Background: an optimization exercise with open tools, aiming at small area. Do not read the settings as production practice. At most, simulation tests tie the RTL to the original design; equivalence was not proved.

## tundra
## kirin_cpu
module kirin_cpu(
	input clk,
	input rst,
	input [15:0] mem_rdata,
	output [11:0] mem_addr,
	output [15:0] mem_wdata,
	output mem_we,
	input [15:0] fib_rdata,
	output [11:0] fib_addr,
	output [15:0] fib_wdata,
	output fib_we,
	output [15:0] acc_out,
	output [15:0] lcg_sum
);
reg e1, e2;                  
wire fetch = ~e1 & ~e2;
reg [11:0] IR;               
reg [1:0] irc;               
reg [11:0] PC;
reg [15:0] ACC;
reg count_en;                
reg lkl_rdy;
reg [15:0] num1;             
reg [15:0] num2;
reg [11:0] fa;               
reg [2:0] st;
reg D;                       
reg wren;
reg [11:0] bsf;
wire LCG_Ready;
wire fready;
wire [3:0] op = count_en ? 4'hD : mem_rdata[15:12];
wire oLDA = op == 4'h0, oSTA = op == 4'h1, oADD = op == 4'h2, oSUB = op == 4'h3;
wire oJMP = op == 4'h4, oJMI = op == 4'h5, oJEQ = op == 4'h6;
wire oLDI = op == 4'h8, oLSL = op == 4'h9, oLSR = op == 4'hA, oFIB = op == 4'hB;
wire oLCG = op == 4'hC, oLKL = op == 4'hD;
wire EQ = ACC == 16'd0;
wire MI = ACC[15];
wire LCG_sig = e1 & oLCG;
wire LKL_sig = e1 & oLKL;
wire fib_act = e1 & oFIB;
wire Loop = e1 & (oFIB & ~fready | oLCG & ~LCG_Ready | oLKL & ~lkl_rdy);
wire Extra = oLDA | oADD | oSUB | oFIB | oLKL;
wire sload = e1 & (oJMP | oJMI & MI | oJEQ & EQ);
wire cnt_en = e2 | e1 & (oSTA | oJMI & ~MI | oJEQ & ~EQ | oLDI | oLSR | oLSL | oLCG & LCG_Ready);
wire [11:0] operand = mem_rdata[11:0];
wire [11:0] prev = num1[11:0];
wire match = count_en & (IR[11:8] == mem_rdata[15:12]);
wire [11:0] lkl_addr = match ? prev : count_en ? mem_rdata[11:0] : {4'b0, mem_rdata[7:0]};
wire sel_op = e1 & (oLDA | oSTA | oADD | oSUB | oJMP | oJEQ & EQ | oJMI & MI);
assign mem_addr = LKL_sig ? lkl_addr : sel_op ? operand : PC;
assign mem_we = e1 & oSTA | e2 & (irc == 2'd3);
assign mem_wdata = ACC;
assign acc_out = ACC;
wire dsub = e2 & (irc == 2'd0);
wire [15:0] fib_a, fib_b;
wire [15:0] addsub;
wire lda2 = e2 & (irc == 2'd2);
add_seg #(.W(16), .B(4)) add(.a(e1 ? fib_a : lda2 ? 16'd0 : ACC), .b(e1 ? fib_b : mem_rdata ^ {16{dsub}}), .ci(~e1 & dsub), .s(addsub));
wire fa_run = e1 & (st != 3'd0);
wire [11:0] inc_o;
wire inc_c;
inc #(.W(12)) inc12(.a(fa_run ? fa : fib_act ? ~bsf : PC), .s(inc_o), .co(inc_c));
wire [11:0] pc1 = inc_o;
always @(posedge clk)
begin
	if (rst)
	begin
  ...
==> module kirin_cpu, before the edit <==
module kirin_cpu(
	input clk,
	input rst,
	input [15:0] mem_rdata,
	output [11:0] mem_addr,
	output [15:0] mem_wdata,
	output mem_we,
	input [15:0] fib_rdata,
	output [11:0] fib_addr,
	output [15:0] fib_wdata,
	output fib_we,
	output [15:0] acc_out,
	output [15:0] lcg_sum
);
reg e1, e2;                  
wire fetch = ~e1 & ~e2;
reg [11:0] IR;               
reg [1:0] irc;               
reg [11:0] PC;
reg [15:0] ACC;
reg count_en;                
reg lkl_rdy;
reg [15:0] num1;             
reg [15:0] num2;
reg [11:0] fa;               
reg [2:0] st;
reg D;                       
reg wren;
reg [11:0] bsf;
wire LCG_Ready;
wire fready;
wire [3:0] op = count_en ? 4'hD : mem_rdata[15:12];
wire oLDA = op == 4'h0, oSTA = op == 4'h1, oADD = op == 4'h2, oSUB = op == 4'h3;
wire oJMP = op == 4'h4, oJMI = op == 4'h5, oJEQ = op == 4'h6;
wire oLDI = op == 4'h8, oLSL = op == 4'h9, oLSR = op == 4'hA, oFIB = op == 4'hB;
wire oLCG = op == 4'hC, oLKL = op == 4'hD;
wire EQ = ACC == 16'd0;
wire MI = ACC[15];
wire LCG_sig = e1 & oLCG;
wire LKL_sig = e1 & oLKL;
wire fib_act = e1 & oFIB;
wire Loop = e1 & (oFIB & ~fready | oLCG & ~LCG_Ready | oLKL & ~lkl_rdy);
wire Extra = oLDA | oADD | oSUB | oFIB | oLKL;
wire sload = e1 & (oJMP | oJMI & MI | oJEQ & EQ);
wire cnt_en = e2 | e1 & (oSTA | oJMI & ~MI | oJEQ & ~EQ | oLDI | oLSR | oLSL | oLCG & LCG_Ready);
wire [11:0] operand = mem_rdata[11:0];
wire [11:0] prev = num1[11:0];
wire match = count_en & (IR[11:8] == mem_rdata[15:12]);
wire [11:0] lkl_addr = match ? prev : count_en ? mem_rdata[11:0] : {4'b0, mem_rdata[7:0]};
wire sel_op = e1 & (oLDA | oSTA | oADD | oSUB | oJMP | oJEQ & EQ | oJMI & MI);
assign mem_addr = LKL_sig ? lkl_addr : sel_op ? operand : PC;
assign mem_we = e1 & oSTA | e2 & (irc == 2'd3);
assign mem_wdata = ACC;
assign acc_out = ACC;
wire dsub = e2 & (irc == 2'd0);
wire [15:0] fib_a, fib_b;
wire [15:0] addsub;
wire lda2 = e2 & (irc == 2'd2);
add_seg #(.W(16), .B(4)) add(.a(e1 ? fib_a : lda2 ? 16'd0 : ACC), .b(e1 ? fib_b : mem_rdata ^ {16{dsub}}), .ci(~e1 & dsub), .s(addsub));
wire fa_run = e1 & (st != 3'd0);
wire [11:0] inc_o;
wire inc_c;
inc #(.W(12)) inc12(.a(fa_run ? fa : fib_act ? ~bsf : PC), .s(inc_o), .co(inc_c));
wire [11:0] pc1 = inc_o;
always @(posedge clk)
begin
	if (rst)
	begin
		e1 <= 1'b0;
		e2 <= 1'b0;
		PC <= 12'd0;
		ACC <= 16'd0;
	end
	else
	begin
		e1 <= fetch | Loop;
		e2 <= e1 & Extra & ~Loop;
		if (sload)
			PC <= operand;
		else if (cnt_en)
			PC <= pc1;
		if (e1)
		begin
			if (oLDI)
				ACC <= {4'b0, mem_rdata[11:0]};
			else if (oLSR)
				ACC <= {1'b0, ACC[15:1]};
			else if (oLSL)
				ACC <= {ACC[14:0], 1'b0};
		end
		else if (e2)
		begin
			case (irc)
			2'd2, 2'd1: ACC <= addsub;
			2'd0: ACC <= lkl_rdy ? {4'b0, prev} : addsub;
			default: ;
			endcase
		end
	end
end
always @(posedge clk)
begin
	if (e1 & ~count_en)
	begin
		IR <= mem_rdata[11:0];
		irc <= {~(mem_rdata[15] ^ mem_rdata[13]), mem_rdata[13] & (mem_rdata[15] | ~mem_rdata[12])};
	end
	count_en <= LKL_sig;
	lkl_rdy <= LKL_sig & match;
end
LCG lcg(
	.CLK(clk), .rst(rst), .LCG_sig(LCG_sig),
	.number((e1 & ~count_en) ? mem_rdata[11:0] : IR),
	.sum(lcg_sum), .Ready(LCG_Ready)
);
localparam [2:0] IDLE = 3'd0, S1 = 3'd1, S2 = 3'd2, S3 = 3'd3, SF = 3'd4, SG = 3'd5, DONE = 3'd6;
wire [15:0] number = fib_rdata;
wire bsf0 = bsf == 12'd0;
wire n0 = operand == 12'd0;
wire [11:0] fa1;
assign fa1 = inc_o;
wire [11:0] bsfm1 = ~inc_o;
wire caseA = operand <= bsf;
wire hit1 = fa1 == operand;
wire loop0 = st == S1;                
wire st_num = st == S2 | st == S3 | st == SF;
assign fib_a = {num1[15:1], num1[0] | st == S2};
assign fib_b = st_num ? number : num2;
wire [15:0] sum = addsub;
assign fready = st == DONE;
assign fib_addr = fa;
assign fib_wdata = num2;
assign fib_we = wren;
always @(posedge clk)
begin
	if (LKL_sig)
	begin
		if (~match)
			num1 <= {4'b0, mem_rdata[11:0]};
		num2 <= 16'd1;
		fa <= 12'd0;
		st <= IDLE;
		wren <= 1'b0;
	end
	else if (~fib_act)
	begin
		num1 <= 16'd0;
		num2 <= 16'd1;
		fa <= 12'd0;
		st <= IDLE;
		wren <= 1'b0;
	end
	else if (caseA)
	begin
		st <= DONE;
		if (bsf0)
		begin
			wren <= 1'b1;
			fa <= 12'd0;
		end
		else
		begin
			wren <= 1'b0;
			fa <= operand;
			if (st == IDLE & ~n0)
				st <= SG;                 
		end
	end
	else if (bsf0)
	begin
		wren <= 1'b1;
		if (loop0 & hit1)
		begin
			st <= SG;                     
			bsf <= operand;
			fa <= operand;
		end
		else
		begin
			fa <= loop0 ? fa1 : fa;
			st <= S1;
			num2 <= sum;
			num1 <= num2;
		end
	end
	else
	begin
		case (st)
		IDLE: begin
			wren <= 1'b0;
			fa <= bsfm1;
			st <= S1;
		end
		S1: begin
			wren <= 1'b0;
			fa <= fa1;
			D <= hit1;
			st <= S2;
		end
		S2: begin
			wren <= 1'b0;
			num1 <= number;
			num2 <= sum;
			st <= S3;
		end
		S3: begin
			wren <= 1'b1;
			num1 <= num2;
			num2 <= sum;
			fa <= fa1;
			D <= hit1;
			st <= SF;
		end
		default: begin
			wren <= 1'b1;
			if (D)
			begin
				fa <= operand;
				bsf <= operand;
				st <= DONE;
				if (st == SF)
					num2 <= num1;
			end
			else
			begin
				if (st != SF)
					num1 <= num2;
				num2 <= sum;
				fa <= fa1;
				D <= hit1;
				st <= SG;
			end
		end
		endcase
	end
	if (rst)
	begin
		num2 <= 16'd1;
		fa <= 12'd0;
		wren <= 1'b1;
		bsf <= 12'd0;
	end
end
endmodule
Settings: LEC_CHECK=0, CAP_MARGIN=20, CORE_MARGIN=2, CORE_UTILIZATION=75, CTS_BUF_LIST=sky130_fd_sc_hd__clkbuf_8, SLEW_MARGIN=20; clock period 6.0 ns.
standard.sh (not shown) runs the stock make flow with config.mk's settings and CLKGATE_MAP_FILE= SYNTH_SCRIPT=/design/flow/synth_recipe.tcl, a recipe that flattens the netlist after the stock synthesis.
==> flow/flow/run.sh <==
#!/bin/bash
# The standard layout (the standard.sh, unchanged synthesis), except:
# - the input and output ports are buffered with the smallest buffer, buf_1,
#   instead of the resizer's default choice;
# - clock tree synthesis inserts no dummy loads (extra inverters hung on the
#   clock nets only to balance them).
set -euo pipefail
export BUFFER_PORTS_ARGS="-buffer_cell sky130_fd_sc_hd__buf_1"
export CTS_ARGS="-sink_clustering_enable -repair_clock_nets -buf_list sky130_fd_sc_hd__clkbuf_8 -dont_use_dummy_load"
bash standard.sh > standard.log 2>&1
Modified inputs, sierra compared to tundra
diff --git a/flow/design.v b/flow/design.v
--- a/flow/design.v
+++ b/flow/design.v
@@ -164,11 +164,9 @@
 wire [15:0] addsub;
 wire lda2 = e2 & (irc == 2'd2);
 add_seg #(.W(16), .B(4)) add(.a(e1 ? fib_a : lda2 ? 16'd0 : ACC), .b(e1 ? fib_b : mem_rdata ^ {16{dsub}}), .ci(~e1 & dsub), .s(addsub));
-wire fa_run = e1 & (st != 3'd0);
-wire [11:0] inc_o;
-wire inc_c;
-inc #(.W(12)) inc12(.a(fa_run ? fa : fib_act ? ~bsf : PC), .s(inc_o), .co(inc_c));
-wire [11:0] pc1 = inc_o;
+wire [11:0] pc1;
+wire pc1c;
+inc #(.W(12)) pc_inc(.a(PC), .s(pc1), .co(pc1c));
 always @(posedge clk)
 begin
 	if (rst)
@@ -225,8 +223,10 @@
 wire bsf0 = bsf == 12'd0;
 wire n0 = operand == 12'd0;
 wire [11:0] fa1;
-assign fa1 = inc_o;
-wire [11:0] bsfm1 = ~inc_o;
+wire fa1c;
+inc #(.W(12)) fa_inc(.a(fa), .s(fa1), .co(fa1c));
+wire [11:0] bsfm1;
+dec #(.W(12)) bsf_dec(.a(bsf), .s(bsfm1));
 wire caseA = operand <= bsf;
 wire hit1 = fa1 == operand;
 wire loop0 = st == S1;                
- [sierra] sequential share of layout area rose 0.91 points relative to tundra
- On XOR/XNOR share of the synthesized area, sierra and tundra are neck and neck.
- Per the comparison of sierra with tundra, fmax rose by 5.0%, routed wire length on met2 fell by 3.3%, clock latency reported for the late side of the worst-skew pair stayed essentially flat.
- Against tundra as the reference, sierra delivers a higher clock skew.
- Between sierra and tundra, it is sierra whose net total in the final layout is lower, by 2.5%.
- Summary — routed wire length per instance, sierra relative to tundra: lower, by about 3%.
- Sort sierra and tundra by combined area of all synthesized cells desc -> top: tundra
Function not checked in tundra: the RTL went through the layout flow alone.

separate check: timing with driven ports:
The flow's constraints put no driver on any port. The routed layouts listed below were extracted and timed again, unchanged, in two steps.
Step 1 sets driving cells, clkbuf_16 on the clock port and buf_2 on the other inputs (assumed; they add their load-dependent delay and slew).
Step 2 moves the port delays by t, midway between the first and last clock arrival at a register: inputs arrive t later, outputs are due t later. That takes back most of the time a late clock gives input paths.
Three values: ideal, step 1, step 2; two values: the first two.
| run | shift t [ns] | setup slack, ns | worst setup path after step 2 |
|---|---|---|---|
| tundra | 0.488 | 0.256 / 0.273 / -0.214 | input to register |
| sierra | 0.486 | 0.532 / 0.532 / 0.488 | input to register |
Met with ideal ports but missed after step 2: setup timing in tundra. For tundra, which loses most, drivers alone change the setup slack by +0.017 ns; drivers and shift together by -0.470 ns.
